This design comes from an exercise in tuning for small area on the open sky130 flow, not from production work. In this exercise RTL edits were held to simulation tests only and were not proved equivalent to the original. In run 6 the design's own scripts or RTL, not TritonCTS, make the clock network. The clock input has no modelled driver; a real chip could not lean on it and would need a root buffer or a full tree. Power figures rest on the tool's default switching activity, not on a simulated workload.

===== flow/config.mk =====
export PLATFORM = sky130hd
export DESIGN_NAME = battleship
export DESIGN_NICKNAME = battleship
export VERILOG_FILES = /design/flow/design.v
export SDC_FILE = /design/flow/constraint.sdc
export NUM_CORES = 4
export LEC_CHECK = 0
export ABC_AREA = 1
export CAP_MARGIN = 20
export CORE_MARGIN = 2
export CORE_UTILIZATION = 40
export SLEW_MARGIN = 20

===== flow/constraint.sdc =====
create_clock -name core_clock -period 5.0 [get_ports {clk}]
set_input_delay 1.0000 -clock core_clock [delete_from_list [all_inputs] [get_ports {clk}]]
set_output_delay 1.0000 -clock core_clock [all_outputs]
set_load 0.01 [all_outputs]

===== flow/design.v =====
module battleship (
  input            clk  ,
  input            rst  ,
  input            start,
  input      [1:0] X    ,
  input      [1:0] Y    ,
  input            pAb  ,
  input            pBb  ,
  output reg [7:0] disp0,
  output reg [7:0] disp1,
  output reg [7:0] disp2,
  output reg [7:0] disp3,
  output reg [7:0] led
);
localparam [3:0] IDLE = 4'd0;
localparam [3:0] DISPLAY_A = 4'd1;
localparam [3:0] INPUT_A = 4'd2;
localparam [3:0] ERROR_A = 4'd3;
localparam [3:0] DISPLAY_B = 4'd4;
localparam [3:0] INPUT_B = 4'd5;
localparam [3:0] ERROR_B = 4'd6;
localparam [3:0] SHOW_SCORE = 4'd7;
localparam [3:0] SHOOT_A = 4'd8;
localparam [3:0] SINK_A = 4'd9;
localparam [3:0] WIN_A = 4'd10;
localparam [3:0] SHOOT_B = 4'd11;
localparam [3:0] SINK_B = 4'd12;
localparam [3:0] WIN_B = 4'd13;
localparam [3:0] OVRWIN_A = 4'd14;
localparam [3:0] OVRWIN_B = 4'd15;
localparam [7:0] D0 = 8'b00111111, D1 = 8'b00000110, D2 = 8'b01011011, D4 = 8'b01100110;
function [7:0] dig;
  input [1:0] v;
  dig = {1'b0, v[1], ~v[1] & ~v[0], ~v[0], v[1] | ~v[0], ~v[1] | v[0], 1'b1, v[1] | ~v[0]};
endfunction
reg  [3:0]  st;
reg  [5:0]  cnt;
reg  [15:0] mA, mB;
reg  [1:0]  sA, sB;
reg  [1:0]  XQ, YQ;
reg         Z;
reg         oa, ob;
reg         lw;
reg         bA, bB;
wire s_IDLE = st == IDLE;
wire s_DISPLAY_A = st == DISPLAY_A;
wire s_INPUT_A = st == INPUT_A;
wire s_ERROR_A = st == ERROR_A;
wire s_DISPLAY_B = st == DISPLAY_B;
wire s_INPUT_B = st == INPUT_B;
wire s_ERROR_B = st == ERROR_B;
wire s_SHOW_SCORE = st == SHOW_SCORE;
wire s_SHOOT_A = st == SHOOT_A;
wire s_SINK_A = st == SINK_A;
wire s_WIN_A = st == WIN_A;
wire s_SHOOT_B = st == SHOOT_B;
wire s_SINK_B = st == SINK_B;
wire s_WIN_B = st == WIN_B;
wire s_OVRWIN_A = st == OVRWIN_A;
wire s_OVRWIN_B = st == OVRWIN_B;
wire timed = s_DISPLAY_A | s_DISPLAY_B | s_ERROR_A | s_ERROR_B | s_SHOW_SCORE | s_SINK_A | s_SINK_B | s_WIN_A | s_WIN_B;
wire [3:0] yx = {YQ, XQ};
wire rdsel = s_INPUT_B | s_SHOOT_A;
wire t49 = cnt[0] & ~cnt[1] & ~cnt[2] & cnt[3] & ~cnt[5];
wire [5:0] cnt_n = (timed & ~t49) ? {cnt[4:0], ~(cnt[5] ^ cnt[4])} : 6'd0;
wire rd = rdsel ? mB[yx] : mA[yx];
wire winA = Z & (sA == 2'd0);
wire winB = Z & (sB == 2'd0);
reg [3:0] nst;
always @(*) begin
  nst = st;
  case (st)
    IDLE:       if (start) nst = DISPLAY_A;
    DISPLAY_A:  if (t49) nst = INPUT_A;
    INPUT_A:    if (bA) begin
                  if (rd) nst = ERROR_A;
                  else if (sA == 2'd3) nst = lw ? SHOW_SCORE : DISPLAY_B;
                end
    ERROR_A:    if (t49) nst = INPUT_A;
    DISPLAY_B:  if (t49) nst = INPUT_B;
    INPUT_B:    if (bB) begin
                  if (rd) nst = ERROR_B;
                  else if (sB == 2'd3) nst = lw ? DISPLAY_A : SHOW_SCORE;
                end
    ERROR_B:    if (t49) nst = INPUT_B;
    SHOW_SCORE: if (t49) nst = lw ? SHOOT_B : SHOOT_A;
    SHOOT_A:    if (bA) nst = SINK_A;
    SINK_A:     if (t49) nst = winA ? WIN_A : SHOOT_B;
    WIN_A:      if (t49) nst = oa ? OVRWIN_A : DISPLAY_A;
    SHOOT_B:    if (bB) nst = SINK_B;
    SINK_B:     if (t49) nst = winB ? WIN_B : SHOOT_A;
    WIN_B:      if (t49) nst = ob ? OVRWIN_B : DISPLAY_B;
    default:    nst = st;
  endcase
end
wire incA = bA & ((s_INPUT_A & ~rd) | (s_SHOOT_A & rd));
wire incB = bB & ((s_INPUT_B & ~rd) | (s_SHOOT_B & rd));
wire clrS = s_DISPLAY_A | s_DISPLAY_B;
wire weA = s_DISPLAY_A | (bA & s_INPUT_A) | (bB & s_SHOOT_B);
wire weB = s_DISPLAY_B | (bB & s_INPUT_B) | (bA & s_SHOOT_A);
wire [3:0] col = (4'd1 << XQ) | {4{s_DISPLAY_A | s_DISPLAY_B}};
wire [3:0] rowA = ((4'd1 << YQ) & {4{(bA & s_INPUT_A) | (bB & s_SHOOT_B)}}) | {4{s_DISPLAY_A}};
wire [3:0] rowB = ((4'd1 << YQ) & {4{(bB & s_INPUT_B) | (bA & s_SHOOT_A)}}) | {4{s_DISPLAY_B}};
wire [15:0] wdA, wdB;
genvar gi;
generate for (gi = 0; gi < 16; gi = gi + 1) begin : g_we
  assign wdA[gi] = rowA[gi/4] & col[gi%4];
  assign wdB[gi] = rowB[gi/4] & col[gi%4];
end endgenerate
integer i;
always @(posedge clk) begin
  XQ  <= X;
  YQ  <= Y;
  bA  <= pAb;
  bB  <= pBb;
  cnt <= cnt_n;
  for (i = 0; i < 16; i = i + 1) begin
    if (wdA[i]) mA[i] <= s_INPUT_A;
    if (wdB[i]) mB[i] <= s_INPUT_B;
  end
  if (clrS) sA <= 2'd0; else if (incA) sA <= sA + 2'd1;
  if (clrS) sB <= 2'd0; else if (incB) sB <= sB + 2'd1;
  if (s_SHOOT_A | s_SHOOT_B) Z <= rd;
  if (rst) begin
    st <= IDLE;
    oa <= 1'b0;
    ob <= 1'b0;
    lw <= 1'b0;
  end else begin
    st <= nst;
    if (s_WIN_A & t49 & ~oa) begin oa <= 1'b1; lw <= 1'b0; end
    if (s_WIN_B & t49 & ~ob) begin ob <= 1'b1; lw <= 1'b1; end
  end
end
wire d_xy   = s_INPUT_A | s_SHOOT_A | s_INPUT_B | s_SHOOT_B;
wire d_sink = s_SINK_A | s_SINK_B;
wire d_wa   = s_WIN_A | s_OVRWIN_A;
wire d_wb   = s_WIN_B | s_OVRWIN_B;
wire d_num  = d_xy | d_sink | d_wa | d_wb | s_SHOW_SCORE;
wire [1:0] v0 = d_xy ? YQ : d_sink ? sB : d_wa ? {1'b0, ob} : d_wb ? {ob, ~ob} : 2'd0;
wire [1:0] v2 = d_sink ? sA : d_wa ? {oa, ~oa} : d_wb ? {1'b0, oa} : 2'd0;
wire four0 = s_SINK_B & winB;
wire four2 = s_SINK_A & winA;
always @(*) begin
  disp3 = 8'h00;
  disp2 = 8'h00;
  disp1 = 8'h00;
  disp0 = 8'h00;
  led   = 8'h00;
  if (d_num) begin
    disp0 = four0 ? D4 : dig(v0);
    if (!d_xy) disp2 = four2 ? D4 : dig(v2);
    disp1 = d_xy ? dig(XQ) : 8'b01000000;
  end
  case (st)
    IDLE: begin
      disp3 = 8'b00000110; disp2 = 8'b01011110; disp1 = 8'b00111000; disp0 = 8'b01111001;
      led = 8'b10011001;
    end
    DISPLAY_A: disp3 = 8'b01110111;
    DISPLAY_B: begin disp3 = 8'b01111100; led = 8'b10011001; end
    ERROR_A, ERROR_B: begin
      disp3 = 8'b01111001; disp2 = 8'b01010000; disp1 = 8'b01010000; disp0 = 8'b01011100;
      led = 8'b10011001;
    end
    SHOW_SCORE: led = 8'b10011001;
    INPUT_A, SHOOT_A: led = {2'b10, sA, sB, 2'b00};
    INPUT_B, SHOOT_B: led = {2'b00, sA, sB, 2'b01};
    SINK_A, SINK_B: led = {8{Z}};
    OVRWIN_A: begin disp3 = 8'b01110111; led = 8'b10101010; end
    OVRWIN_B: begin disp3 = 8'b01111100; led = 8'b10101010; end
    WIN_A, WIN_B: led = 8'b10101010;
    default: ;
  endcase
end
endmodule

===== flow/flow/run.sh =====
#!/bin/bash
# Layout flow: the standard synthesis, then an area-oriented re-mapping of the
# combinational logic (registers untouched), then the standard layout with
# minimum-size port buffers.
set -u
RES=$PWD/orfs/results/$FLOW_PLATFORM/battleship/base
bash standard.sh synth > 1_standard_synth.log 2>&1 || { echo "standard synth failed"; exit 1; }
cp "$RES/1_2_yosys.v" 1_2_yosys_standard.v
if yosys -c flow/remap.tcl > 2_remap_yosys.log 2>&1 && [ -s 1_2_yosys_remap.v ]; then
  cp 1_2_yosys_remap.v "$RES/1_2_yosys.v"
  rm -f "$RES/1_synth.odb" "$RES/1_synth.sdc"
else
  echo "remap failed, keeping the standard netlist"
fi
bash standard.sh "BUFFER_PORTS_ARGS=-buffer_cell sky130_fd_sc_hd__buf_1" finish > 3_standard_layout.log 2>&1 || { echo "layout failed"; tail -20 3_standard_layout.log; exit 1; }

===== flow/flow/remap.tcl =====
yosys -import
set lib $::env(FLOW_HOME)/platforms/$::env(FLOW_PLATFORM)/lib/sky130_fd_sc_hd__tt_025C_1v80.lib
set res $::env(PWD)/orfs/results/$::env(FLOW_PLATFORM)/battleship/base
# cells ORFS keeps out of synthesis
set dont_use {}
foreach c [list probe_p_8 probec_p_8 lpflow_bleeder_1 lpflow_clkbufkapwr_1 lpflow_clkbufkapwr_16 lpflow_clkbufkapwr_2 lpflow_clkbufkapwr_4 lpflow_clkbufkapwr_8 lpflow_clkinvkapwr_1 lpflow_clkinvkapwr_16 lpflow_clkinvkapwr_2 lpflow_clkinvkapwr_4 lpflow_clkinvkapwr_8 lpflow_decapkapwr_12 lpflow_decapkapwr_3 lpflow_decapkapwr_4 lpflow_decapkapwr_6 lpflow_decapkapwr_8 lpflow_inputiso0n_1 lpflow_inputiso0p_1 lpflow_inputiso1n_1 lpflow_inputiso1p_1 lpflow_inputisolatch_1 lpflow_isobufsrc_1 lpflow_isobufsrc_16 lpflow_isobufsrc_2 lpflow_isobufsrc_4 lpflow_isobufsrc_8 lpflow_isobufsrckapwr_16 lpflow_lsbuf_lh_hl_isowell_tap_1 lpflow_lsbuf_lh_hl_isowell_tap_2 lpflow_lsbuf_lh_hl_isowell_tap_4 lpflow_lsbuf_lh_isowell_4 lpflow_lsbuf_lh_isowell_tap_1 lpflow_lsbuf_lh_isowell_tap_2 lpflow_lsbuf_lh_isowell_tap_4] {
  lappend dont_use -dont_use sky130_fd_sc_hd__$c
}
read_liberty -ignore_miss_func $lib
# registers and tie cells stay as they are
set keep [list]
foreach c [split [exec grep -o {sky130_fd_sc_hd__[a-z0-9_]*} $res/1_2_yosys.v | sort -u] "\n"] {
  if {[regexp {df|dl|conb|sdf|edf} $c]} { lappend keep $c }
}
blackbox {*}$keep
read_verilog $res/1_2_yosys.v
hierarchy -top $::env(FLOW_TOP)
flatten
opt_clean
hierarchy -top $::env(FLOW_TOP)
write_verilog -noattr $::env(PWD)/2_remap_generic.v
design -reset
read_liberty -lib $lib
read_verilog $::env(PWD)/2_remap_generic.v
hierarchy -top $::env(FLOW_TOP)
techmap
opt -fast
abc -liberty $lib {*}$dont_use -script "+strash; &get -n; &deepsyn -T 20; &put; dch -f; map -a"
opt_clean -purge
splitnets
opt_clean -purge
hilomap -singleton -hicell sky130_fd_sc_hd__conb_1 HI -locell sky130_fd_sc_hd__conb_1 LO
opt_clean -purge
yosys rename -hide {w:*.*}
opt_clean -purge
tee -o $::env(PWD)/2_remap_stat.txt stat -liberty $lib
check -assert -mapped
write_verilog -noattr -nohex -nodec $::env(PWD)/1_2_yosys_remap.v

===== flow/standard.sh =====
#!/bin/bash
# synth_recipe.tcl (not shown) runs the flow's synth.tcl, then flattens the netlist and writes it again
# the make line also repeats each setting of config.mk as NAME=value (left out here)
make -C /OpenROAD-flow-scripts/flow DESIGN_CONFIG=/design/flow/config.mk WORK_HOME=/design/flow/orfs CLKGATE_MAP_FILE= SYNTH_SCRIPT=/design/flow/synth_recipe.tcl "${@:-finish}"

==> summary.md, run 1 <==
| Metric | Value |
|---|---|
| Internal power | `1.04 mW` |
| Tcrit/Tclk final | `92.7%` |
| Worst Min Path Start | `cnt[0]` |
| Routed Antenna Nets | `0` |
| Skew final | `0.0110 ns` |
| Vias per cell | `5.45` |
| Crit-path max cell delay | `0.44 ns` |
| Startpoint Class | `flop` |
| Min cycle time layout | `4.63 ns` |
| HP Class | `flop to flop` |
| WHS | `0.428 ns` |
| Global-route usage over all layers | `21.5%` |
| Pre-antenna DRT Iters | `5` |
| Crit-path max FO | `20` |
| GR Overflow Total | `0` |
| Comb pwr share | `51.7%` |
| Clock group share of total power | `15.3%` |
| Crit. End Element | `output port` |
| Fin area | `3250 sq um` |
| Max Freq | `216 MHz` |
| CTS Hold Bufs | `0` |
| Commonest non-fill, non-tap cell in the layout | `nor2_1` |
| Full die area | `7680 sq um` |
| Drt wl/cell | `16.0 um` |
| Least-Margin Pin Slew | `0.713 ns` |
| Post CTS Setup Buffer Count | `0` |
| Setup_tns | `0 ns` |
| WP data arrival | `3.63 ns` |
| Sw Ratio | `47.1%` |
| Post-CTS Resized | `0` |
| Total design power | `1.96 mW` |
| Critical path launch point | `st[3]` |
| Worst-Skew Late Latency | `0.31 ns` |
| # setup viols final | `0` |
| I/O pins | `49` |
| Worst reg2reg path startpoint | `st[3]` |
| Core area | `6790 sq um` |
| Starting Density | `41.2%` |
| PD cells | `603 nW/um^2` |
| Area grow syn2layout | `16.1%` |
| CTS max path bufs | `2` |
| TritonCTS clock tree | `built` |
| Die width | `87.7 um` |
| RD Place Congestion | `1.06` |
| Reg clk slew, reported paths | `0.10 ns` |
| CP cell instances | `nor2_1 > clkinv_1 > nor2_1 > buf_4 > nor2_1 > clkinv_1 > nor2_1 > clkinv_1 > a221oi_1 > clkinv_1 > a31oi_1 > nand2_1 > buf_1` |
| Netlist Area Pre-Place | `2800 sq um` |
| Slowest CP cell | `nor2_1` |
| Initial DRC Count | `256` |
| Max_cap viols | `0` |
| DRC | `0` |
| Maximum VDD drop | `0.268 mV` |
| Max Slew Vio Count | `0` |
| Final setup margin | `0.365 ns` |
| NetSw | `923 uW` |
| Post-DP Area | `3140 sq um` |
| Final Core Density | `47.8%` |
| Final cell count without fillers | `505` |
| Leakage | `1.16 nW` |
| Part of the power in registers | `33.0%` |
| Die span in y | `87.7 um` |
| Num Clock Sinks | `56` |
| Final Net Count | `417` |
| Root buf cell | `clkbuf_8` |
| Most frequent cells in the layout | `101 x nor2_1, 56 x clkinv_1, 44 x buf_1, 33 x edfxtp_1, 33 x nand2_1` |
| RSZ-0062 raised after global routing | `no` |
| Total of warnings raised by yosys | `1` |
| Family with the most delay on the worst path | `buffers and inverters` |
| Row count | `30` |
| Initial antenna violation count | `0` |
| Largest net degree at the start of global routing | `21` |
| CP Buf/Inv Count | `6` |
| # port buffers | `44` |
| Routed vias | `2750` |
| Dpl ws | `0.862 ns` |
| Placed cells | `497` |
| Layout cell share with drive strength beyond 1 | `3.91%` |
| Vias in the first global route | `2556` |
| Critical path type | `flop to output port` |
| CP required | `4.00 ns` |
| Status | `finished clean` |
| First-pass GRT wire length | `12700 um` |
| Synthesized area per cell | `8.04 sq um` |
| Final wirelength | `8070 um` |
| H-Tree Depth | `2` |
| CTS Buf Count | `5` |
| Detailed placement HPWL | `6240 um` |
| Gate Count Post-Synth | `348` |
| Antenna diodes | `0` |
| Final hold vios | `0` |
| Slew HR | `52.4%` |
-- worst reg2reg max path, delay by kind of cell (launching register included) --
family                 cells  cell delay (ns)
AO/OA/AOI/OAI              6             1.02
buffers and inverters      3             0.80
flip-flops                 1             0.37
AND/OR/NAND/NOR           11             1.76
-- power by group through the flow --
stage	combinational, mW	clock (mW)	sequential [mW]
6_report	1.01	0.299	0.648
5_1_grt	1.12	0.321	0.655
4_1_cts	0.999	0.302	0.648
3_5_place_dp	0.996	0	0.659
3_3_place_gp	1.00	0	0.657
2_1_floorplan	0.656	0	0.645
-- path summary, 6_finish.rpt --
path | slack, ns | endpoint | cells after the start
min | 0.43 | cnt[1] | 2
max reg2reg | 1.00 | sB[1] | 20
max | 0.37 | disp0[0] | 13
min reg2reg | 0.43 | cnt[1] | 2
-- layout make-up --
| class | instances | area (sq um) |
|---|---|---|
| clock buffers | 6 | 72.6 |
| clock inverters | 2 | 35.0 |
| fillers | 671 | 3540 |
| inverters | 56 | 210 |
| multi-input cells | 239 | 1150 |
| flip-flops and latches | 56 | 1450 |
| well taps | 96 | 120 |
| repair buffers | 50 | 210 |
-- layer usage --
layer	part of all wire (%)	up-vias	wire (um)	GRT usage [%]
li1	-	1319	-	-
met4	2.6	0	211	7.69
met3	5.8	23	470	3.77
met1	42	1290	3430	27.2
met2	49	118	3960	36.8
met5	0	-	0	0
-- flip-flops by register name (all words and copies together), names as in the netlist, 2 cells and up --
signal	cells
mA	16
YQ	2
st	4
cnt	6
XQ	2
mB	16
sB	2
sA	2
==> run 2, diff against run 1 <==
==> flow/design.v (replaced) <==
module battleship (
  input            clk  ,
  input            rst  ,
  input            start,
  input      [1:0] X    ,
  input      [1:0] Y    ,
  input            pAb  ,
  input            pBb  ,
  output reg [7:0] disp0,
  output reg [7:0] disp1,
  output reg [7:0] disp2,
  output reg [7:0] disp3,
  output reg [7:0] led
);
localparam [3:0] IDLE = 4'd0;
localparam [3:0] DISPLAY_A = 4'd8;
localparam [3:0] INPUT_A = 4'd2;
localparam [3:0] ERROR = 4'd10;
localparam [3:0] DISPLAY_B = 4'd9;
localparam [3:0] INPUT_B = 4'd3;
localparam [3:0] SHOW_SCORE = 4'd11;
localparam [3:0] SHOOT_A = 4'd4;
localparam [3:0] SINK_A = 4'd12;
localparam [3:0] WIN_A = 4'd14;
localparam [3:0] SHOOT_B = 4'd5;
localparam [3:0] SINK_B = 4'd13;
localparam [3:0] WIN_B = 4'd15;
localparam [3:0] OVRWIN_A = 4'd6;
localparam [3:0] OVRWIN_B = 4'd7;
localparam [7:0] D0 = 8'b00111111, D1 = 8'b00000110, D2 = 8'b01011011, D4 = 8'b01100110;
function [7:0] dig;
  input [1:0] v;
  dig = {1'b0, v[1], ~v[1] & ~v[0], ~v[0], v[1] | ~v[0], ~v[1] | v[0], 1'b1, v[1] | ~v[0]};
endfunction
reg  [3:0]  st;
reg  [15:0] mA, mB;    
reg  [1:0]  sA, sB;    
reg  [1:0]  XQ, YQ;    
reg         Z;         
reg         oa, ob;    
reg         lw;        
reg  [1:0]  ch;        
wire [5:0] cnt = {ch, YQ, XQ};
reg         btn;       
wire bA = btn, bB = btn;
wire s_IDLE = st == IDLE;
wire s_DISPLAY_A = st == DISPLAY_A;
wire s_INPUT_A = st == INPUT_A;
wire s_ERROR = st == ERROR;
wire s_DISPLAY_B = st == DISPLAY_B;
wire s_INPUT_B = st == INPUT_B;
wire s_SHOW_SCORE = st == SHOW_SCORE;
wire s_SHOOT_A = st == SHOOT_A;
wire s_SINK_A = st == SINK_A;
wire s_WIN_A = st == WIN_A;
wire s_SHOOT_B = st == SHOOT_B;
wire s_SINK_B = st == SINK_B;
wire s_WIN_B = st == WIN_B;
wire s_OVRWIN_A = st == OVRWIN_A;
wire s_OVRWIN_B = st == OVRWIN_B;
wire timed = s_DISPLAY_A | s_DISPLAY_B | s_ERROR | s_SHOW_SCORE | s_SINK_A | s_SINK_B | s_WIN_A | s_WIN_B;
wire t49 = cnt[0] & ~cnt[1] & ~cnt[2] & cnt[3] & ~cnt[5];
wire [5:0] cnt_inc = {cnt[4:0], ~(cnt[5] ^ cnt[4])};
wire run = timed & ~t49;
wire errB = sA == 2'd0;    
wire winA = Z & (sA == 2'd0);
wire winB = Z & (sB == 2'd0);
wire rd;
reg [3:0] nst;
always @(*) begin
  nst = st;
  case (st)
    IDLE:       if (start) nst = DISPLAY_A;
    DISPLAY_A:  if (t49) nst = INPUT_A;
    INPUT_A:    if (bA) begin
                  if (rd) nst = ERROR;
                  else if (sA == 2'd3) nst = lw ? SHOW_SCORE : DISPLAY_B;
                end
    ERROR:      if (t49) nst = errB ? INPUT_B : INPUT_A;
    DISPLAY_B:  if (t49) nst = INPUT_B;
    INPUT_B:    if (bB) begin
                  if (rd) nst = ERROR;
                  else if (sB == 2'd3) nst = lw ? DISPLAY_A : SHOW_SCORE;
                end
    SHOW_SCORE: if (t49) nst = lw ? SHOOT_B : SHOOT_A;
    SHOOT_A:    if (bA) nst = SINK_A;
    SINK_A:     if (t49) nst = winA ? WIN_A : SHOOT_B;
    WIN_A:      if (t49) nst = oa ? OVRWIN_A : DISPLAY_A;
    SHOOT_B:    if (bB) nst = SINK_B;
    SINK_B:     if (t49) nst = winB ? WIN_B : SHOOT_A;
    WIN_B:      if (t49) nst = ob ? OVRWIN_B : DISPLAY_B;
    OVRWIN_A, OVRWIN_B: nst = st;
    default:    nst = 4'bxxxx;
  endcase
end
wire ntimed = (nst == DISPLAY_A) | (nst == DISPLAY_B) | (nst == ERROR) | (nst == SHOW_SCORE) | (nst == SINK_A) | (nst == SINK_B) | (nst == WIN_A) | (nst == WIN_B);
wire nsideb = (nst == INPUT_B) | (nst == SHOOT_B);
wire wrA = (bA & s_INPUT_A) | (bB & s_SHOOT_B);
wire wrB = (bB & s_INPUT_B) | (bA & s_SHOOT_A);
wire [3:0] col  = (4'd1 << XQ) | {4{s_DISPLAY_A | s_DISPLAY_B}};
wire [3:0] rowA = ((4'd1 << YQ) & {4{wrA}}) | {4{s_DISPLAY_A}};
wire [3:0] rowB = ((4'd1 << YQ) & {4{wrB}}) | {4{s_DISPLAY_B}};
wire [15:0] wdA, wdB;
genvar gi;
generate for (gi = 0; gi < 16; gi = gi + 1) begin : g_we
  assign wdA[gi] = rowA[gi/4] & col[gi%4];
  assign wdB[gi] = rowB[gi/4] & col[gi%4];
end endgenerate
assign rd = |(mA & wdA) | |(mB & wdB);
wire incA = bA & ((s_INPUT_A & ~rd) | (s_SHOOT_A & rd));
wire incB = bB & ((s_INPUT_B & ~rd) | (s_SHOOT_B & rd));
wire clrS = s_DISPLAY_A | s_DISPLAY_B;
integer i;
always @(posedge clk) begin
  if (run)         {ch, YQ, XQ} <= cnt_inc;
  else if (ntimed) {ch, YQ, XQ} <= 6'd0;
  else begin       ch <= 2'd0; YQ <= Y; XQ <= X; end
  btn <= nsideb ? pBb : pAb;
  for (i = 0; i < 16; i = i + 1) begin
    if (wdA[i]) mA[i] <= s_INPUT_A;
    if (wdB[i]) mB[i] <= s_INPUT_B;
  end
  if (clrS) sA <= 2'd0; else if (incA) sA <= sA + 2'd1;
  if (clrS) sB <= 2'd0; else if (incB) sB <= sB + 2'd1;
  if ((s_SHOOT_A & bA) | (s_SHOOT_B & bB)) Z <= rd;
  if (rst) begin
    st <= IDLE;
    oa <= 1'b0;
    ob <= 1'b0;
    lw <= 1'b0;
  end else begin
    st <= nst;
    if (s_WIN_A & t49 & ~oa) begin oa <= 1'b1; lw <= 1'b0; end
    if (s_WIN_B & t49 & ~ob) begin ob <= 1'b1; lw <= 1'b1; end
  end
end
wire d_xy   = s_INPUT_A | s_SHOOT_A | s_INPUT_B | s_SHOOT_B;
wire d_sink = s_SINK_A | s_SINK_B;
wire d_wa   = s_WIN_A | s_OVRWIN_A;
wire d_wb   = s_WIN_B | s_OVRWIN_B;
wire d_num  = d_xy | d_sink | d_wa | d_wb | s_SHOW_SCORE;
wire [1:0] v0 = d_xy ? YQ : d_sink ? sB : d_wa ? {1'b0, ob} : d_wb ? {ob, ~ob} : 2'd0;
wire [1:0] v2 = d_sink ? sA : d_wa ? {oa, ~oa} : d_wb ? {1'b0, oa} : 2'd0;
wire four0 = s_SINK_B & winB;
wire four2 = s_SINK_A & winA;
always @(*) begin
  disp3 = 8'h00;
  disp2 = 8'h00;
  disp1 = 8'h00;
  disp0 = 8'h00;
  led   = 8'h00;
  if (d_num) begin
    disp0 = four0 ? D4 : dig(v0);
    if (!d_xy) disp2 = four2 ? D4 : dig(v2);
    disp1 = d_xy ? dig(XQ) : 8'b01000000;
  end
  case (st)
    IDLE: begin
      disp3 = 8'b00000110; disp2 = 8'b01011110; disp1 = 8'b00111000; disp0 = 8'b01111001;
      led = 8'b10011001;
    end
    DISPLAY_A: disp3 = 8'b01110111;
    DISPLAY_B: begin disp3 = 8'b01111100; led = 8'b10011001; end
    ERROR: begin
      disp3 = 8'b01111001; disp2 = 8'b01010000; disp1 = 8'b01010000; disp0 = 8'b01011100;
      led = 8'b10011001;
    end
    SHOW_SCORE: led = 8'b10011001;
    INPUT_A, SHOOT_A: led = {2'b10, sA, sB, 2'b00};
    INPUT_B, SHOOT_B: led = {2'b00, sA, sB, 2'b01};
    SINK_A, SINK_B: led = {8{Z}};
    OVRWIN_A: begin disp3 = 8'b01110111; led = 8'b10101010; end
    OVRWIN_B: begin disp3 = 8'b01111100; led = 8'b10101010; end
    WIN_A, WIN_B: led = 8'b10101010;
    default: begin disp3 = 8'bxxxxxxxx; disp2 = 8'bxxxxxxxx; disp1 = 8'bxxxxxxxx; disp0 = 8'bxxxxxxxx; led = 8'bxxxxxxxx; end
  endcase
end
endmodule
--- a/flow/flow/run.sh
+++ b/flow/flow/run.sh
@@ -12,4 +12,4 @@
 else
   echo "remap failed, keeping the standard netlist"
 fi
-bash standard.sh "BUFFER_PORTS_ARGS=-buffer_cell sky130_fd_sc_hd__buf_1" finish > 3_standard_layout.log 2>&1 || { echo "layout failed"; tail -20 3_standard_layout.log; exit 1; }
+bash standard.sh "BUFFER_PORTS_ARGS=-buffer_cell sky130_fd_sc_hd__buf_1" "CTS_ARGS=-sink_clustering_enable -repair_clock_nets -dont_use_dummy_load -sink_clustering_size 60 -sink_clustering_max_diameter 500 -buf_list sky130_fd_sc_hd__clkbuf_16" finish > 3_standard_layout.log 2>&1 || { echo "layout failed"; tail -20 3_standard_layout.log; exit 1; }
==> run 2 against run 1 <==
Effect of this change: first-iteration DRC count is 17% lower; non-clock buffer count down 1; power is 46% lower; core utilization increased by 0.35 points; design area is 6.4% lower; via count fell by 10%; synthesized cell count decreased by 10%; largest cell class unchanged; still clean on timing, DRC and antenna.
==> summary.md, run 2 <==
| Metric | Value |
|---|---|
| Post CTS Setup Buffer Count | `0` |
| DRC | `0` |
| First-pass GRT wire length | `11800 um` |
| Global-route usage over all layers | `21.1%` |
| Area grow syn2layout | `16.9%` |
| Routed vias | `2475` |
| Flop-to-flop setup slack | `0.50 ns` |
| Root buf cell | `clkbuf_16` |
| Startpoint Class | `flop` |
| Area occupied by multi-input gates | `1100 sq um` |
| Pre-antenna DRT Iters | `5` |
| Clock group share of total power | `29.9%` |
| Status | `finished clean` |
| Post-CTS Resized | `0` |
| Final wirelength | `7380 um` |
| R2r worst-path depth | `18` |
| FILL cells | `641` |
| Largest net degree at the start of global routing | `18` |
| Final hold vios | `0` |
| Drt wl/cell | `16.5 um` |
| TritonCTS clock tree | `built` |
| Final cell count without fillers | `447` |
| Leakage | `1.07 nW` |
| Cell repeated most along the worst path | `nor2_1` |
| CTS max path bufs | `2` |
| Family with the most delay on the worst path | `simple AND/OR/NAND/NOR gates` |
| Routed Antenna Nets | `0` |
| RD Place Congestion | `0.972` |
| H-Tree Depth | `2` |
| Initial antenna violation count | `0` |
| Min cycle time layout | `4.50 ns` |
| Tcrit/Tclk final | `89.9%` |
| Reg clk slew, reported paths | `0.07 ns` |
| Row count | `29` |
| HP Class | `flop to flop` |
| Commonest non-fill, non-tap cell in the layout | `nor2_1` |
| Skew final | `0.0132 ns` |
| Die width | `84.7 um` |
| NetSw | `337 uW` |
| # port buffers | `44` |
| Least-Margin Pin Slew | `1.01 ns` |
| Antenna diodes | `0` |
| Layout cell share with drive strength beyond 1 | `6.22%` |
| Largest regs | `mA: 16 flops, mB: 16 flops, st: 4 flops` |
| Max Slew Vio Count | `0` |
| Critical path launch point | `st[0]` |
| Worst-Skew Late Latency | `0.29 ns` |
| Internal power | `728 uW` |
| Setup_tns | `0 ns` |
| CP cell instances | `clkinv_1 > nor2_1 > clkinv_1 > nand2_1 > nor2_1 > a21oi_1 > nor2_1 > a22o_2 > nor4_1 > nand3_1 > xor2_1 > nand2_1 > nor3_1 > nor3_1 > o21ai_0 > a211oi_1 > o21ai_0 > mux2_2` |
| CTS Hold Bufs | `0` |
| Worst reg2reg path startpoint | `st[0]` |
| Maximum VDD drop | `0.276 mV` |
| FF-to-FF End | `btn` |
| Starting Density | `41.2%` |
| Vias per cell | `5.54` |
| Placed cells | `442` |
| Hold EP | `ch[1]` |
| Num Clock Sinks | `51` |
| Vias in the first global route | `2246` |
| Full die area | `7170 sq um` |
| Hold Crit Depth | `2` |
| WP data arrival | `4.67 ns` |
| Slowest CP cell | `a21oi_1` |
| Final Net Count | `381` |
| Detailed placement HPWL | `5680 um` |
| Worst Min Path Start | `ch[0]` |
| CP Buf/Inv Count | `2` |
| GR Overflow Total | `0` |
| Sw Ratio | `31.6%` |
| Netlist Area Pre-Place | `2600 sq um` |
| Slew HR | `32.4%` |
| Initial DRC Count | `213` |
| Max Freq | `222 MHz` |
| Critical path type | `flop to flop` |
| Part of the power in registers | `47.1%` |
| CP required | `5.18 ns` |
| Crit. End Element | `flop` |
| Crit-path max FO | `9` |
| Die span in y | `84.7 um` |
| RSZ-0062 raised after global routing | `no` |
| Gate Count Post-Synth | `313` |
| Max_cap viols | `0` |
| Most frequent cells in the layout | `82 x nor2_1, 45 x clkinv_1, 44 x buf_1, 33 x edfxtp_1, 26 x nand2_1` |
| Comb pwr share | `23.0%` |
| I/O pins | `49` |
| CTS Buf Count | `5` |
| Core area | `6310 sq um` |
| PD cells | `350 nW/um^2` |
| Crit-path max cell delay | `0.39 ns` |
| # setup viols final | `0` |
| Flip-flop and latch area | `1350 sq um` |
| Total of warnings raised by yosys | `1` |
| Synthesized area per cell | `8.31 sq um` |
-- run 2: through the flow --
step | utilization [%] | total power [mW] | hold slack, ns | worst slack, ns | instance area [sq um]
after floorplan | - | 0.671 | 0.411 | 1.29 | 2610
after global placement | 46.2 | 0.758 | 0.425 | 0.588 | 2920
after detailed placement | 46.2 | 0.754 | 0.426 | 0.596 | 2920
after CTS | 48.2 | 1.07 | 0.436 | 0.577 | 3040
after global routing | 48.2 | 1.11 | 0.457 | 0.263 | 3040
final | 48.2 | 1.07 | 0.434 | 0.503 | 3040
-- run 2: power by group through the flow --
stage	sequential (mW)	clock [mW]	combinational [mW]
2_1_floorplan	0.503	0	0.169
3_3_place_gp	0.511	0	0.247
3_5_place_dp	0.510	0	0.244
4_1_cts	0.502	0.321	0.244
5_1_grt	0.506	0.336	0.271
6_report	0.501	0.318	0.245
-- run 2: area by class of cell --
| class | count | area share [%] |
|---|---|---|
| Clock buffer | 5 | 4.11 |
| Inverter | 45 | 5.55 |
| Multi-Input combinational cell | 220 | 36.1 |
| Sequential cell | 51 | 44.4 |
| Tap cell | 77 | 3.17 |
| Timing Repair Buffer | 49 | 6.66 |
-- run 2: metal layers --
metal	track usage, %	vias up	share of wire (%)
li1	-	1213	-
met1	33.2	1137	50
met2	29.6	117	42
met3	3.83	8	6.7
met4	5.63	0	1.3
met5	0	-	0
-- run 2: worst min-delay path: stages (launching register included) --
cell and delay [ns]:
dfxtp_1 0.30, clkinv_1 0.05, nor2_1 0.04
-- run 2: worst max path at each step --
| stage | end | slack [ns] | depth (start not counted) |
|---|---|---|---|
| 6_report | btn | 0.50 | 18 |
| 5_1_grt | btn | 0.26 | 18 |
| 4_1_cts | btn | 0.58 | 18 |
| 3_5_place_dp | btn | 0.60 | 18 |
| 3_3_place_gp | btn | 0.59 | 18 |
| 2_1_floorplan | btn | 1.29 | 20 |
==> run 3, diff against run 2 <==
--- a/flow/flow/run.sh
+++ b/flow/flow/run.sh
@@ -12,4 +12,4 @@
 else
   echo "remap failed, keeping the standard netlist"
 fi
-bash standard.sh "BUFFER_PORTS_ARGS=-buffer_cell sky130_fd_sc_hd__buf_1" "CTS_ARGS=-sink_clustering_enable -repair_clock_nets -dont_use_dummy_load -sink_clustering_size 60 -sink_clustering_max_diameter 500 -buf_list sky130_fd_sc_hd__clkbuf_16" finish > 3_standard_layout.log 2>&1 || { echo "layout failed"; tail -20 3_standard_layout.log; exit 1; }
+bash standard.sh "BUFFER_PORTS_ARGS=-buffer_cell sky130_fd_sc_hd__buf_1" "CTS_ARGS=-sink_clustering_enable -repair_clock_nets -dont_use_dummy_load -sink_clustering_size 30 -sink_clustering_max_diameter 500 -buf_list sky130_fd_sc_hd__clkbuf_8" finish > 3_standard_layout.log 2>&1 || { echo "layout failed"; tail -20 3_standard_layout.log; exit 1; }
==> run 3 against run 2 <==
Effect of this change: worst hold slack better by 0.0042 ns; core utilization is 0.89 points lower; first-iteration DRC count is 18% lower; clock-buffer cell count stayed put; largest power group unchanged; synthesized area stayed put.
==> summary.md, run 3 <==
| Metric | Value |
|---|---|
| Status | `finished clean` |
| Pre-antenna DRT Iters | `5` |
| Synthesized area per cell | `8.31 sq um` |
| Die width | `84.7 um` |
| Placed cells | `442` |
| Full die area | `7170 sq um` |
| Drt wl/cell | `16.4 um` |
| Crit-path max cell delay | `0.40 ns` |
| Root buf cell | `clkbuf_8` |
| Final Net Count | `381` |
| Antenna diodes | `0` |
| Die span in y | `84.7 um` |
| Final setup margin | `0.504 ns` |
| Post-DP Area | `2920 sq um` |
| Worst-Skew Late Latency | `0.31 ns` |
| Worst Min Path Start | `ch[0]` |
| Crit. End Element | `flop` |
| Routed Antenna Nets | `0` |
| Initial DRC Count | `174` |
| Critical path type | `flop to flop` |
| Final Core Density | `47.3%` |
| Commonest non-fill, non-tap cell in the layout | `nor2_1` |
| Row count | `29` |
| First-pass GRT wire length | `11800 um` |
| Skew final | `0.0208 ns` |
| # port buffers | `44` |
| Most frequent cells in the layout | `82 x nor2_1, 45 x clkinv_1, 44 x buf_1, 33 x edfxtp_1, 26 x nand2_1` |
| CP cell instances | `clkinv_1 > nor2_1 > clkinv_1 > nand2_1 > nor2_1 > a21oi_1 > nor2_1 > a22o_2 > nor4_1 > nand3_1 > xor2_1 > nand2_1 > nor3_1 > nor3_1 > o21ai_0 > a211oi_1 > o21ai_0 > mux2_2` |
| Setup_tns | `0 ns` |
| Dpl ws | `0.596 ns` |
| Slew HR | `33.1%` |
| Slowest CP cell | `a21oi_1` |
| Max Freq | `222 MHz` |
| H-Tree Depth | `2` |
| Routed vias | `2477` |
| Largest net degree at the start of global routing | `18` |
| # setup viols final | `0` |
| Netlist Area Pre-Place | `2600 sq um` |
| Core area | `6310 sq um` |
| Final wirelength | `7330 um` |
| Startpoint Class | `flop` |
| Least-Margin Pin Slew | `0.998 ns` |
| WP data arrival | `4.68 ns` |
| R2r worst-path depth | `18` |
| Crit-path max FO | `9` |
| Family with the most delay on the worst path | `simple AND/OR/NAND/NOR gates` |
| Tcrit/Tclk final | `89.9%` |
| HP Class | `flop to flop` |
| I/O pins | `49` |
| CP Buf/Inv Count | `2` |
| Max Slew Vio Count | `0` |
| Worst path depth | `18` |
| Cell repeated most along the worst path | `nor2_1` |
| TritonCTS clock tree | `built` |
| Num Clock Sinks | `51` |
| Layout cell share with drive strength beyond 1 | `6.22%` |
| Total design power | `964 uW` |
| Post CTS Setup Buffer Count | `0` |
| Initial antenna violation count | `0` |
| Worst reg2reg path startpoint | `st[0]` |
| CP required | `5.19 ns` |
| Largest regs | `mA: 16 flops, mB: 16 flops, st: 4 flops` |
| Final cell count without fillers | `447` |
| Area grow syn2layout | `14.8%` |
| CTS Hold Bufs | `0` |
| Maximum VDD drop | `0.221 mV` |
| RSZ-0062 raised after global routing | `no` |
| Min cycle time layout | `4.50 ns` |
| Critical path launch point | `st[0]` |
| Final hold vios | `0` |
| Hold Crit Depth | `2` |
| Vias in the first global route | `2263` |
| Starting Density | `41.2%` |
| Detailed placement HPWL | `5680 um` |
| RD Place Congestion | `0.972` |
| Reg clk slew, reported paths | `0.10 ns` |
| Vias per cell | `5.54` |
| PD cells | `323 nW/um^2` |
| Fin area | `2990 sq um` |
| DRC | `0` |
| Gate Count Post-Synth | `313` |
| Total of warnings raised by yosys | `1` |
| GR Overflow Total | `0` |
| Max_cap viols | `0` |
| Post-CTS Resized | `0` |
| CTS Buf Count | `5` |
| CTS max path bufs | `2` |
| WHS | `0.438 ns` |
| Global-route usage over all layers | `21.1%` |
| Leakage | `1.05 nW` |
-- run 3: area by class of cell --
cell class              instances  area [sq um]
fillers                       649          3330
flip-flops and latches         51          1350
multi-input cells             220          1100
repair buffers                 49           203
inverters                      45           169
well taps                      77          96.3
clock buffers                   5          68.8
-- run 3: path summary, 6_finish.rpt --
check / slack [ns] / to
worst max-delay path: 0.50 / btn
worst min-delay path: 0.44 / ch[1]
worst max register to register: 0.50 / btn
worst min register to register: 0.44 / ch[1]
-- run 3: report_power, final --
part           internal [mW]  switching [mW]  total [mW]  leakage [nW]
Combinational         0.0738           0.171       0.245         0.536
Sequential             0.477          0.0241       0.501         0.473
Clock                 0.0907           0.127       0.218        0.0359
Total                  0.641           0.322       0.964          1.05
-- run 3: metal layers --
| metal | global-route usage [%] | vias to the layer above | part of all wire (%) |
|---|---|---|---|
| met4 | 5.63 | 0 | 1.0 |
| met5 | 0 | - | 0 |
| met2 | 29.8 | 112 | 43 |
| met1 | 33.2 | 1149 | 49 |
| met3 | 3.83 | 8 | 7.1 |
| li1 | - | 1208 | - |
-- run 3: worst min-delay path, cell delays in order, from the launching register on --
cell and delay, ns:
dfxtp_1 0.31, clkinv_1 0.05, nor2_1 0.04
==> run 4, diff against run 3 <==
--- a/flow/flow/run.sh
+++ b/flow/flow/run.sh
@@ -12,4 +12,4 @@
 else
   echo "remap failed, keeping the standard netlist"
 fi
-bash standard.sh "BUFFER_PORTS_ARGS=-buffer_cell sky130_fd_sc_hd__buf_1" "CTS_ARGS=-sink_clustering_enable -repair_clock_nets -dont_use_dummy_load -sink_clustering_size 30 -sink_clustering_max_diameter 500 -buf_list sky130_fd_sc_hd__clkbuf_8" finish > 3_standard_layout.log 2>&1 || { echo "layout failed"; tail -20 3_standard_layout.log; exit 1; }
+bash standard.sh "BUFFER_PORTS_ARGS=-buffer_cell sky130_fd_sc_hd__buf_1" "CTS_ARGS=-sink_clustering_enable -repair_clock_nets -dont_use_dummy_load" finish > 3_standard_layout.log 2>&1 || { echo "layout failed"; tail -20 3_standard_layout.log; exit 1; }
==> run 4 against run 3 <==
Effect of this change: still clean; fmax unchanged; register-to-register slack hardly changed; core utilization unchanged; sequential power about the same; flip-flop and latch count unchanged; first-iteration DRC count unchanged; critical path type unchanged; highest routed layer unchanged.
==> summary.md, run 4 <==
| Metric | Value |
|---|---|
| First-pass GRT wire length | `11800 um` |
| Placed cells | `442` |
| Initial antenna violation count | `0` |
| # setup viols final | `0` |
| Core area | `6310 sq um` |
| CTS Buf Count | `5` |
| Crit. End Element | `flop` |
| Vias in the first global route | `2263` |
| Reg clk slew, reported paths | `0.10 ns` |
| CTS Hold Bufs | `0` |
| Dpl ws | `0.596 ns` |
| Synthesized area per cell | `8.31 sq um` |
| Slew HR | `33.1%` |
| Worst-Skew Late Latency | `0.31 ns` |
| Worst reg2reg path startpoint | `st[0]` |
| RD Place Congestion | `0.972` |
| Crit-path max FO | `9` |
| GR Overflow Total | `0` |
| Commonest non-fill, non-tap cell in the layout | `nor2_1` |
| Post CTS Setup Buffer Count | `0` |
| Final cell count without fillers | `447` |
| Min cycle time layout | `4.50 ns` |
| RSZ-0062 raised after global routing | `no` |
| Initial DRC Count | `174` |
| CP required | `5.19 ns` |
| Global-route usage over all layers | `21.1%` |
| WP data arrival | `4.68 ns` |
| Pre-antenna DRT Iters | `5` |
| Vias per cell | `5.54` |
| Row count | `29` |
| Final hold vios | `0` |
| Starting Density | `41.2%` |
| Startpoint Class | `flop` |
| TritonCTS clock tree | `built` |
| Critical path type | `flop to flop` |
| Largest regs | `mA: 16 flops, mB: 16 flops, st: 4 flops` |
| Max_cap viols | `0` |
| Full die area | `7170 sq um` |
| Drt wl/cell | `16.4 um` |
| Tcrit/Tclk final | `89.9%` |
| Root buf cell | `clkbuf_8` |
| Most frequent cells in the layout | `82 x nor2_1, 45 x clkinv_1, 44 x buf_1, 33 x edfxtp_1, 26 x nand2_1` |
| # port buffers | `44` |
| Area grow syn2layout | `14.8%` |
| Netlist Area Pre-Place | `2600 sq um` |
| CP cell instances | `clkinv_1 > nor2_1 > clkinv_1 > nand2_1 > nor2_1 > a21oi_1 > nor2_1 > a22o_2 > nor4_1 > nand3_1 > xor2_1 > nand2_1 > nor3_1 > nor3_1 > o21ai_0 > a211oi_1 > o21ai_0 > mux2_2` |
| Slowest CP cell | `a21oi_1` |
| Post-CTS Resized | `0` |
| Skew final | `0.0208 ns` |
| CTS max path bufs | `2` |
| Critical path launch point | `st[0]` |
| Leakage | `1.05 nW` |
| Gate Count Post-Synth | `313` |
| Final wirelength | `7330 um` |
| Detailed placement HPWL | `5680 um` |
| Worst Min Path Start | `ch[0]` |
| DRC | `0` |
| Maximum VDD drop | `0.221 mV` |
| WHS | `0.438 ns` |
| I/O pins | `49` |
| Antenna diodes | `0` |
| Status | `finished clean` |
| Die width | `84.7 um` |
| Total of warnings raised by yosys | `1` |
| Cell repeated most along the worst path | `nor2_1` |
| PD cells | `323 nW/um^2` |
| Least-Margin Pin Slew | `0.998 ns` |
| HP Class | `flop to flop` |
| Final setup margin | `0.504 ns` |
| Max Slew Vio Count | `0` |
| Final Net Count | `381` |
| H-Tree Depth | `2` |
| Routed vias | `2477` |
| Routed Antenna Nets | `0` |
| Max Freq | `222 MHz` |
| Layout cell share with drive strength beyond 1 | `6.22%` |
| Die span in y | `84.7 um` |
| Num Clock Sinks | `51` |
| Setup_tns | `0 ns` |
| Crit-path max cell delay | `0.40 ns` |
| Largest net degree at the start of global routing | `18` |
-- run 4: cell counts in the layout (fill, tap and decap cells not counted) --
Identical to the previous run, type by type.
-- run 4: critical path: cells and delay by family, from the launching register on --
family	cells	cell delay, ns
flops	1	0.33
simple gates	9	1.75
buf+inv	2	0.40
mux	1	0.35
xor+xnor	1	0.30
compound gates	5	1.26
-- run 4: per-stage QoR --
stage	power (mW)	utilization, %	area [sq um]
after floorplan	0.671	-	2610
after global placement	0.758	46.2	2920
after CTS	0.970	47.3	2990
after detailed placement	0.754	46.2	2920
after global routing	1.02	47.3	2990
final	0.964	47.3	2990
-- run 4: final timing paths --
| path | depth (start not counted) | slack (ns) | end |
|---|---|---|---|
| setup / recovery | 18 | 0.50 | btn |
| hold reg to reg | 2 | 0.44 | ch[1] |
| hold / removal | 2 | 0.44 | ch[1] |
| setup reg to reg | 18 | 0.50 | btn |
-- run 4: layout make-up --
type / instances / area [sq um]
Clock buffer: 5 / 68.8
Fill cell: 649 / 3330
Inverter: 45 / 169
Multi-Input combinational cell: 220 / 1100
Sequential cell: 51 / 1350
Tap cell: 77 / 96.3
Timing Repair Buffer: 49 / 203
-- run 4: power by group --
group,total [mW],leakage (nW),internal (mW),switching (mW)
clock network,0.218,0.0359,0.0907,0.127
logic,0.245,0.536,0.0738,0.171
registers,0.501,0.473,0.477,0.0241
total,0.964,1.05,0.641,0.322
-- run 4: routing by layer --
layer	vias up	track usage, %	wire length (um)
met5	-	0	0
met4	0	5.63	75
met3	8	3.83	519
met2	112	29.8	3150
met1	1149	33.2	3590
li1	1208	-	-
==> run 5, diff against run 4 <==
--- a/flow/config.mk
+++ b/flow/config.mk
@@ -6,7 +6,8 @@
 export NUM_CORES = 4
 export LEC_CHECK = 0
 export ABC_AREA = 1
-export CAP_MARGIN = 20
+export CAP_MARGIN = 0
 export CORE_MARGIN = 2
 export CORE_UTILIZATION = 40
-export SLEW_MARGIN = 20
+export GPL_TIMING_DRIVEN = 0
+export SLEW_MARGIN = 0
==> run 5 against run 4 <==
Effect of this change: setup slack worse by 0.031 ns; flip-flop and latch count stayed put; register-to-register slack worse by 0.03 ns; synthesized area stayed put; combinational power hardly changed; power is 0.39% higher; synthesized cell count stayed put; critical endpoint unchanged; global-route usage is 0.71 points lower; largest power group unchanged; first-iteration DRC count stayed put; critical path type unchanged; highest routed layer unchanged; clock power hardly changed; worst hold slack better by 0.0018 ns.
==> summary.md, run 5 <==
| Metric | Value |
|---|---|
| CP required | `5.19 ns` |
| # setup viols final | `0` |
| Full die area | `7170 sq um` |
| RD Place Congestion | `0.930` |
| RSZ-0062 raised after global routing | `no` |
| HP Class | `flop to flop` |
| Row count | `29` |
| Gate Count Post-Synth | `313` |
| PD cells | `327 nW/um^2` |
| I/O pins | `49` |
| Drt wl/cell | `15.7 um` |
| Synthesized area per cell | `8.31 sq um` |
| Fin area | `2960 sq um` |
| Skew final | `0.0216 ns` |
| Critical path type | `flop to flop` |
| Antenna diodes | `0` |
| Total design power | `967 uW` |
| Max Freq | `221 MHz` |
| Flop-to-flop setup slack | `0.47 ns` |
| Hold EP | `ch[1]` |
| Initial antenna violation count | `0` |
| WHS | `0.440 ns` |
| Largest net degree at the start of global routing | `18` |
| Root buf cell | `clkbuf_8` |
| Netlist Area Pre-Place | `2600 sq um` |
| Routed Antenna Nets | `0` |
| Core area | `6310 sq um` |
| Final wirelength | `6950 um` |
| Commonest non-fill, non-tap cell in the layout | `nor2_1` |
| Startpoint Class | `flop` |
| Reg clk slew, reported paths | `0.08 ns` |
| Layout cell share with drive strength beyond 1 | `6.03%` |
| First-pass GRT wire length | `11500 um` |
| Final Net Count | `376` |
| Least-Margin Pin Slew | `1.09 ns` |
| Tcrit/Tclk final | `90.6%` |
| Routed vias | `2384` |
| Hold Crit Depth | `2` |
| R2r worst-path depth | `18` |
| # port buffers | `44` |
| Crit. End Element | `flop` |
| FILL cells | `655` |
| FF-to-FF End | `btn` |
| CTS max path bufs | `2` |
| GR Overflow Total | `0` |
| Final Core Density | `46.9%` |
| Vias in the first global route | `2230` |
| Detailed placement HPWL | `5270 um` |
| Crit-path max FO | `13` |
| Die width | `84.7 um` |
| CTS Buf Count | `5` |
| Slew HR | `27.3%` |
| Worst-Skew Late Latency | `0.31 ns` |
| Largest regs | `mA: 16 flops, mB: 16 flops, st: 4 flops` |
| WP data arrival | `4.71 ns` |
| Worst Min Path Start | `ch[0]` |
| Most frequent cells in the layout | `80 x nor2_1, 44 x clkinv_1, 44 x buf_1, 33 x edfxtp_1, 26 x nand2_1` |
| Pre-antenna DRT Iters | `4` |
| Max_cap viols | `0` |
| Global-route usage over all layers | `20.4%` |
| Final hold vios | `0` |
| Max Slew Vio Count | `0` |
| Die span in y | `84.7 um` |
| Worst reg2reg path startpoint | `st[3]` |
| Area grow syn2layout | `13.7%` |
| Num Clock Sinks | `51` |
| Leakage | `1.02 nW` |
| H-Tree Depth | `2` |
| Vias per cell | `5.39` |
| Post-DP Area | `2880 sq um` |
| TritonCTS clock tree | `built` |
| DRC | `0` |
| Maximum VDD drop | `0.179 mV` |
| Setup_tns | `0 ns` |
| Post CTS Setup Buffer Count | `0` |
| Min cycle time layout | `4.53 ns` |
| Starting Density | `41.2%` |
| Initial DRC Count | `174` |
| Total of warnings raised by yosys | `1` |
| Status | `finished clean` |
## run 5: per-stage QoR
step	std cells	worst slack [ns]
detailed placement	437	0.190
finish	442	0.472
global placement	437	0.154
CTS	442	0.184
global route	442	0.0231
floorplan	316	1.29
## run 5: where the power goes
part,switching (mW),internal [mW]
sequential,0.0244,0.477
combinational,0.174,0.0727
clock,0.129,0.0907
total,0.327,0.640
## run 5: how the worst max path moves through the flow
| stage | depth (start not counted) | end | slack, ns | startpoint |
|---|---|---|---|---|
| floorplan | 20 | btn | 1.29 | st[0] |
| global placement | 20 | btn | 0.15 | st[0] |
| detailed placement | 20 | btn | 0.19 | st[0] |
| CTS | 20 | btn | 0.18 | st[0] |
| global route | 21 | btn | 0.02 | st[1] |
| finish | 18 | btn | 0.47 | st[3] |
## run 5: layer usage
metal,GRT usage [%],part of all wire [%]
met3,3.05,6.9
met4,6.35,1.8
met2,30.4,43
met5,0,0
met1,30.6,48
## run 5: cell type report
class | count | area [sq um] | area share [%]
timing repair buffer | 44 | 165 | 5.58
tap | 77 | 96.3 | 3.26
multi-input combinational | 220 | 1100 | 37.3
sequential | 51 | 1350 | 45.7
clock buffer | 5 | 68.8 | 2.33
inverter | 45 | 173 | 5.84
## run 5: critical path, stage by stage (launching register included)
cell      delay (ns)
dfxtp_1         0.62
clkinv_1        0.31
nor2_1          0.42
clkinv_1        0.21
nor2_1          0.34
a21oi_1         0.17
nor2_1          0.19
a22oi_1         0.13
nand4_1         0.13
nor2_1          0.07
nand3_1         0.18
xor2_1          0.30
nand2_1         0.15
nor3_1          0.26
nor3_1          0.14
o21ai_0         0.27
a211oi_1        0.08
o21ai_0         0.09
mux2_2          0.35
## run 5: timing repair
item / CTS / global route
hold endpoints to repair: 0 / 0
hold buffers: 0 / 0
gates resized for setup: 0 / 4
setup endpoints to repair: 0 / 6
==> run 6, diff against run 5 <==
==> flow/flow/run.sh (replaced) <==
#!/bin/bash
# Layout flow: the standard synthesis; an area-oriented re-mapping of the
# combinational logic (registers untouched, best of several ABC seeds); the standard flow's
# standard layout with minimum-size port buffers; after CTS, the clock tree is
# replaced by a few clock buffers that each drive a compact group of flip-flops.
set -u
RES=$PWD/orfs/results/$FLOW_PLATFORM/battleship/base
bash standard.sh synth > 1_standard_synth.log 2>&1 || { echo "standard synth failed"; exit 1; }
cp "$RES/1_2_yosys.v" 1_2_yosys_standard.v
export REMAP_T=20
REMAP_SEED=0 yosys -c flow/remap.tcl > 2_remap_yosys_0.log 2>&1
pids=""
for s in 1 2 3 4 5 6 7 8 9 10 11; do
  REMAP_SEED=$s yosys -c flow/remap.tcl > 2_remap_yosys_$s.log 2>&1 &
  pids="$pids $!"
  if [ $((s % 4)) -eq 3 ]; then wait $pids; pids=""; fi
done
wait $pids
best=""; besta=""
for s in 0 1 2 3 4 5 6 7 8 9 10 11; do
  f=1_2_yosys_remap_$s.v; st=2_remap_stat_$s.txt
  [ -s "$f" ] && [ -s "$st" ] || continue
  a=$(grep "Chip area for module" "$st" | awk '{print $NF}')
  echo "remap seed $s: $a" >> 2_remap_summary.txt
  if [ -z "$besta" ] || awk "BEGIN{exit !($a < $besta)}"; then best=$f; besta=$a; fi
done
if [ -n "$best" ]; then
  echo "using $best ($besta)" >> 2_remap_summary.txt
  cp "$best" "$RES/1_2_yosys.v"
  rm -f "$RES/1_synth.odb" "$RES/1_synth.sdc"
else
  echo "remap failed, keeping the standard netlist" | tee -a 2_remap_summary.txt
fi
export MC_CLOCK_PORT=clk MC_BUF=sky130_fd_sc_hd__clkbuf_8 MC_GROUPS=3
bash standard.sh "BUFFER_PORTS_ARGS=-buffer_cell sky130_fd_sc_hd__buf_1" \
  "CTS_ARGS=-sink_clustering_enable -repair_clock_nets -dont_use_dummy_load" \
  "POST_CTS_TCL=$PWD/flow/manual_clock.tcl" finish > 3_standard_layout.log 2>&1 || { echo "layout failed"; tail -20 3_standard_layout.log; exit 1; }
==> flow/flow/manual_clock.tcl (new file) <==
# Replace the clock tree that CTS built with a few clock buffers, each driving a
# compact group of flip-flops (all groups hang off the clock port the same way).
set mc_buf    [expr {[info exists ::env(MC_BUF)] ? $::env(MC_BUF) : "sky130_fd_sc_hd__clkbuf_4"}]
set mc_groups [expr {[info exists ::env(MC_GROUPS)] ? $::env(MC_GROUPS) : 3}]
set block [ord::get_db_block]
set db [ord::get_db]
set clk_port_net [[$block findBTerm $::env(MC_CLOCK_PORT)] getNet]
set sinks {}
foreach inst [$block getInsts] {
  if {[[$inst getMaster] isSequential]} {
    foreach it [$inst getITerms] {
      if {[[$it getMTerm] getSigType] == "CLOCK" || [[$it getMTerm] getName] == "CLK"} { lappend sinks $it }
    }
  }
}
# remove the buffers, inverters and loads CTS inserted between the port and the sinks
set old_nets {}
foreach inst [$block getInsts] {
  set n [$inst getName]
  if {[string match clkbuf_* $n] || [string match clkload* $n]} {
    foreach it [$inst getITerms] {
      set net [$it getNet]
      if {$net != "NULL" && [$net getName] != [$clk_port_net getName]} { lappend old_nets $net }
    }
    odb::dbInst_destroy $inst
  }
}
foreach it $sinks { if {[$it getNet] != "NULL"} { $it disconnect } }
foreach net [lsort -unique $old_nets] {
  if {[llength [$net getITerms]] == 0 && [llength [$net getBTerms]] == 0} { odb::dbNet_destroy $net }
}
# group the sinks by k-means on their positions, starting from strips in x
set pts {}
foreach it $sinks { set xy [$it getAvgXY]; lappend pts [list [lindex $xy 1] [lindex $xy 2] $it] }
set pts [lsort -integer -index 0 $pts]
set n [llength $pts]
set cent {}
for {set k 0} {$k < $mc_groups} {incr k} {
  set p [lindex $pts [expr {int(($k + 0.5) * $n / $mc_groups)}]]
  lappend cent [list [lindex $p 0] [lindex $p 1]]
}
set cap [expr {($n + $mc_groups - 1) / $mc_groups + 2}]
for {set iter 0} {$iter < 20} {incr iter} {
  for {set k 0} {$k < $mc_groups} {incr k} { set grp($k) {} }
  # assign farthest-first to the nearest centre that still has room
  set order {}
  foreach p $pts {
    set best 1e18
    foreach c $cent { set d [expr {abs([lindex $p 0] - [lindex $c 0]) + abs([lindex $p 1] - [lindex $c 1])}]; if {$d < $best} { set best $d } }
    lappend order [list $best $p]
  }
  foreach e [lsort -real -decreasing -index 0 $order] {
    set p [lindex $e 1]
    set bk -1; set bd 1e18
    for {set k 0} {$k < $mc_groups} {incr k} {
      if {[llength $grp($k)] >= $cap} continue
      set c [lindex $cent $k]
      set d [expr {abs([lindex $p 0] - [lindex $c 0]) + abs([lindex $p 1] - [lindex $c 1])}]
      if {$d < $bd} { set bd $d; set bk $k }
    }
    lappend grp($bk) $p
  }
  set cent {}
  for {set k 0} {$k < $mc_groups} {incr k} {
    set sx 0; set sy 0
    foreach p $grp($k) { set sx [expr {$sx + [lindex $p 0]}]; set sy [expr {$sy + [lindex $p 1]}] }
    set c [llength $grp($k)]
    lappend cent [list [expr {$sx / max($c,1)}] [expr {$sy / max($c,1)}]]
  }
}
set master [$db findMaster $mc_buf]
for {set k 0} {$k < $mc_groups} {incr k} {
  set inst [odb::dbInst_create $block $master clkbuf_m_$k]
  set net [odb::dbNet_create $block clknet_m_$k]
  $net setSigType CLOCK
  [$inst findITerm A] connect $clk_port_net
  [$inst findITerm X] connect $net
  foreach p $grp($k) { [lindex $p 2] connect $net }
  set c [lindex $cent $k]
  $inst setLocation [expr {int([lindex $c 0])}] [expr {int([lindex $c 1])}]
  $inst setPlacementStatus PLACED
  puts "manual clock: group $k [llength $grp($k)] sinks at $c"
}
$clk_port_net setSigType CLOCK
detailed_placement
check_placement -verbose
estimate_parasitics -placement
--- a/flow/flow/remap.tcl
+++ b/flow/flow/remap.tcl
@@ -18,14 +18,14 @@
 flatten
 opt_clean
 hierarchy -top $::env(FLOW_TOP)
-write_verilog -noattr $::env(PWD)/2_remap_generic.v
+if {$::env(REMAP_SEED) == 0} { write_verilog -noattr $::env(PWD)/2_remap_generic.v }
 design -reset
 read_liberty -lib $lib
 read_verilog $::env(PWD)/2_remap_generic.v
 hierarchy -top $::env(FLOW_TOP)
 techmap
 opt -fast
-abc -liberty $lib {*}$dont_use -script "+strash; &get -n; &deepsyn -T 20; &put; dch -f; map -a"
+abc -liberty $lib {*}$dont_use -script "+strash; &get -n; &deepsyn -T $::env(REMAP_T) -S $::env(REMAP_SEED); &put; dch -f; map -a"
 opt_clean -purge
 splitnets
 opt_clean -purge
@@ -33,6 +33,6 @@
 opt_clean -purge
 yosys rename -hide {w:*.*}
 opt_clean -purge
-tee -o $::env(PWD)/2_remap_stat.txt stat -liberty $lib
+tee -o $::env(PWD)/2_remap_stat_$::env(REMAP_SEED).txt stat -liberty $lib
 check -assert -mapped
-write_verilog -noattr -nohex -nodec $::env(PWD)/1_2_yosys_remap.v
+write_verilog -noattr -nohex -nodec $::env(PWD)/1_2_yosys_remap_$::env(REMAP_SEED).v
==> run 6 against run 5 <==
Effect of this change: via count shrank 3.4%; design area shrank 1.9%; register-to-register slack gained 0.09 ns; global-route usage shrank 1.3 points; critical path depth grew 3; die area shrank 1.3%; combinational power grew 17%; fmax grew 2.1%; synthesized cell count shrank 1.3%; clock power shrank 26%; sequential share of layout area grew 0.84 points; critical endpoint unchanged; largest cell class unchanged.
==> summary.md, run 6 <==
| Metric | Value |
|---|---|
| Clock group share of total power | `16.8%` |
| Commonest non-fill, non-tap cell in the layout | `nor2_1` |
| Crit-path max cell delay | `0.42 ns` |
| Comb pwr share | `29.9%` |
| Num Clock Sinks | `51` |
| Fin area | `2900 sq um` |
| First-pass GRT wire length | `10900 um` |
| WHS | `0.435 ns` |
| Final Net Count | `370` |
| Full die area | `7080 sq um` |
| Maximum VDD drop | `0.207 mV` |
| Most frequent cells in the layout | `90 x nor2_1, 44 x clkinv_1, 44 x buf_1, 33 x edfxtp_1, 25 x nand2_1` |
| Setup_tns | `0 ns` |
| Netlist Area Pre-Place | `2570 sq um` |
| RSZ-0062 raised after global routing | `no` |
| Tcrit/Tclk final | `88.7%` |
| Status | `finished clean` |
| Initial antenna violation count | `0` |
| Die span in y | `84.1 um` |
| Startpoint Class | `flop` |
| Total design power | `967 uW` |
| Max Slew Vio Count | `0` |
| Worst-Skew Late Latency | `0.16 ns` |
| Max_cap viols | `0` |
| Synthesized area per cell | `8.31 sq um` |
| Crit. End Element | `flop` |
| Area grow syn2layout | `13.1%` |
| Detailed placement HPWL | `5110 um` |
| Flip-flop and latch area | `1350 sq um` |
| Layout cell share with drive strength beyond 1 | `4.46%` |
| Skew final | `0.0130 ns` |
| Post-DP Area | `2840 sq um` |
| Crit-path max FO | `5` |
| Routed Antenna Nets | `0` |
| CP Buf/Inv Count | `4` |
| Worst reg2reg path startpoint | `st[1]` |
| GR Overflow Total | `0` |
| Final hold vios | `0` |
| Initial DRC Count | `126` |
| Total of warnings raised by yosys | `1` |
| Reg clk slew, reported paths | `0.10 ns` |
| PD cells | `333 nW/um^2` |
| NetSw | `340 uW` |
| Area occupied by multi-input gates | `1080 sq um` |
| Drt wl/cell | `15.1 um` |
| RD Place Congestion | `0.901` |
| Gate Count Post-Synth | `309` |
| Internal power | `627 uW` |
| Final setup margin | `0.565 ns` |
| Least-Margin Pin Slew | `0.917 ns` |
| CP cell instances | `clkinv_1 > nor2_1 > clkinv_1 > nor2_1 > clkinv_1 > nor2_1 > nor2_1 > nor2_1 > nor3_2 > a31oi_1 > nor2_1 > a22o_2 > nor4_1 > nand3_1 > xnor2_1 > nor2_1 > clkinv_1 > a21oi_1 > o22ai_1 > nor2_1 > mux2_2` |
| Vias per cell | `5.28` |
| Part of the power in registers | `53.3%` |
| HP Class | `flop to flop` |
| Critical path launch point | `st[1]` |
| Vias in the first global route | `2286` |
| # port buffers | `44` |
| Routed vias | `2304` |
| Min cycle time layout | `4.43 ns` |
| Family with the most delay on the worst path | `simple AND/OR/NAND/NOR gates` |
| Die width | `84.1 um` |
| Largest regs | `mA: 16 flops, mB: 16 flops, st: 4 flops` |
| Cell repeated most along the worst path | `nor2_1` |
| Starting Density | `40.9%` |
| Antenna diodes | `0` |
| Row count | `29` |
| I/O pins | `49` |
| Leakage | `0.989 nW` |
| Global-route usage over all layers | `19.1%` |
| DRC | `0` |
| Slew HR | `38.6%` |
| Slowest CP cell | `dfxtp_1` |
| Pre-antenna DRT Iters | `4` |
| Sw Ratio | `35.1%` |
| Critical path type | `flop to flop` |
| WP data arrival | `4.49 ns` |
| CP required | `5.05 ns` |
| Core area | `6280 sq um` |
| Max Freq | `225 MHz` |
| Worst Min Path Start | `ch[0]` |
| Dpl ws | `0.619 ns` |
| Final wirelength | `6600 um` |
| FILL cells | `638` |
| # setup viols final | `0` |
| Largest net degree at the start of global routing | `20` |
[run 6: power groups by stage]
stage / clock, mW / combinational, mW / sequential, mW
detailed placement: 0 / 0.285 / 0.524
global route: 0.177 / 0.328 / 0.519
finish: 0.162 / 0.290 / 0.515
global placement: 0 / 0.285 / 0.524
floorplan: 0 / 0.201 / 0.515
[run 6: final timing paths]
check | end | slack [ns] | depth (start not counted)
min reg2reg | ch[1] | 0.44 | 2
max reg2reg | btn | 0.57 | 21
max | btn | 0.57 | 21
min | ch[1] | 0.44 | 2
[run 6: tightest hold or removal path, delay by kind of cell (launching register included)]
family / cells / cell delay [ns]
flip-flops: 1 / 0.33
buffers and inverters: 1 / 0.04
AND/OR/NAND/NOR: 1 / 0.03
[run 6: stage by stage]
stage / instances / utilization (%)
final: 436 / 46.2
after global routing: 436 / 46.2
after detailed placement: 433 / 45.2
after global placement: 433 / 45.2
after floorplan: 312 / -
[run 6: final cells by class]
cell class	instances	area share (%)
Inverter	44	5.69
Multi-Input combinational cell	217	37.3
Sequential cell	51	46.6
Timing Repair Buffer	44	5.69
Buffer	3	1.42
Tap cell	77	3.32
[run 6: layer usage]
layer | vias up | share of wire, % | wire length, um | global-route usage (%)
met5 | - | 0 | 0 | 0
met4 | 0 | 1.7 | 109 | 5.43
met3 | 10 | 3.9 | 260 | 2.77
met2 | 61 | 49 | 3220 | 33.3
met1 | 1056 | 46 | 3000 | 24.8
li1 | 1177 | - | - | -

[re-timing with driven ports]
The flow's constraints put no driver on any port. The routed layouts listed below were extracted and timed again, unchanged, in two steps. Step 1 assumes that a clkbuf_16 drives the clock port and a buf_2 every other input. Step 2, shift: input delay + t, output delay - t, t = (earliest + latest rising clock arrival at the registers) / 2. This alone moves slack from input paths to output paths. Slacks: no drivers / after step 1 / after step 2; pairs: no drivers / after step 1.
| run | t (ns) | setup slack, ns | latest minus earliest clock arrival (ns) |
|---|---|---|---|
| run 1 | 0.338 | 0.365 / 0.337 / 0.674 | 0.011 / 0.011 |
| run 2 | 0.320 | 0.503 / 0.503 / 0.503 | 0.013 / 0.013 |
| run 3 | 0.329 | 0.503 / 0.504 / 0.504 | 0.021 / 0.021 |
| run 4 | 0.329 | 0.503 / 0.504 / 0.504 | 0.021 / 0.021 |
| run 5 | 0.332 | 0.472 / 0.472 / 0.472 | 0.022 / 0.022 |
| run 6 | 0.206 | 0.565 / 0.565 / 0.565 | 0.014 / 0.013 |
After both steps setup and hold are still met in every run listed.
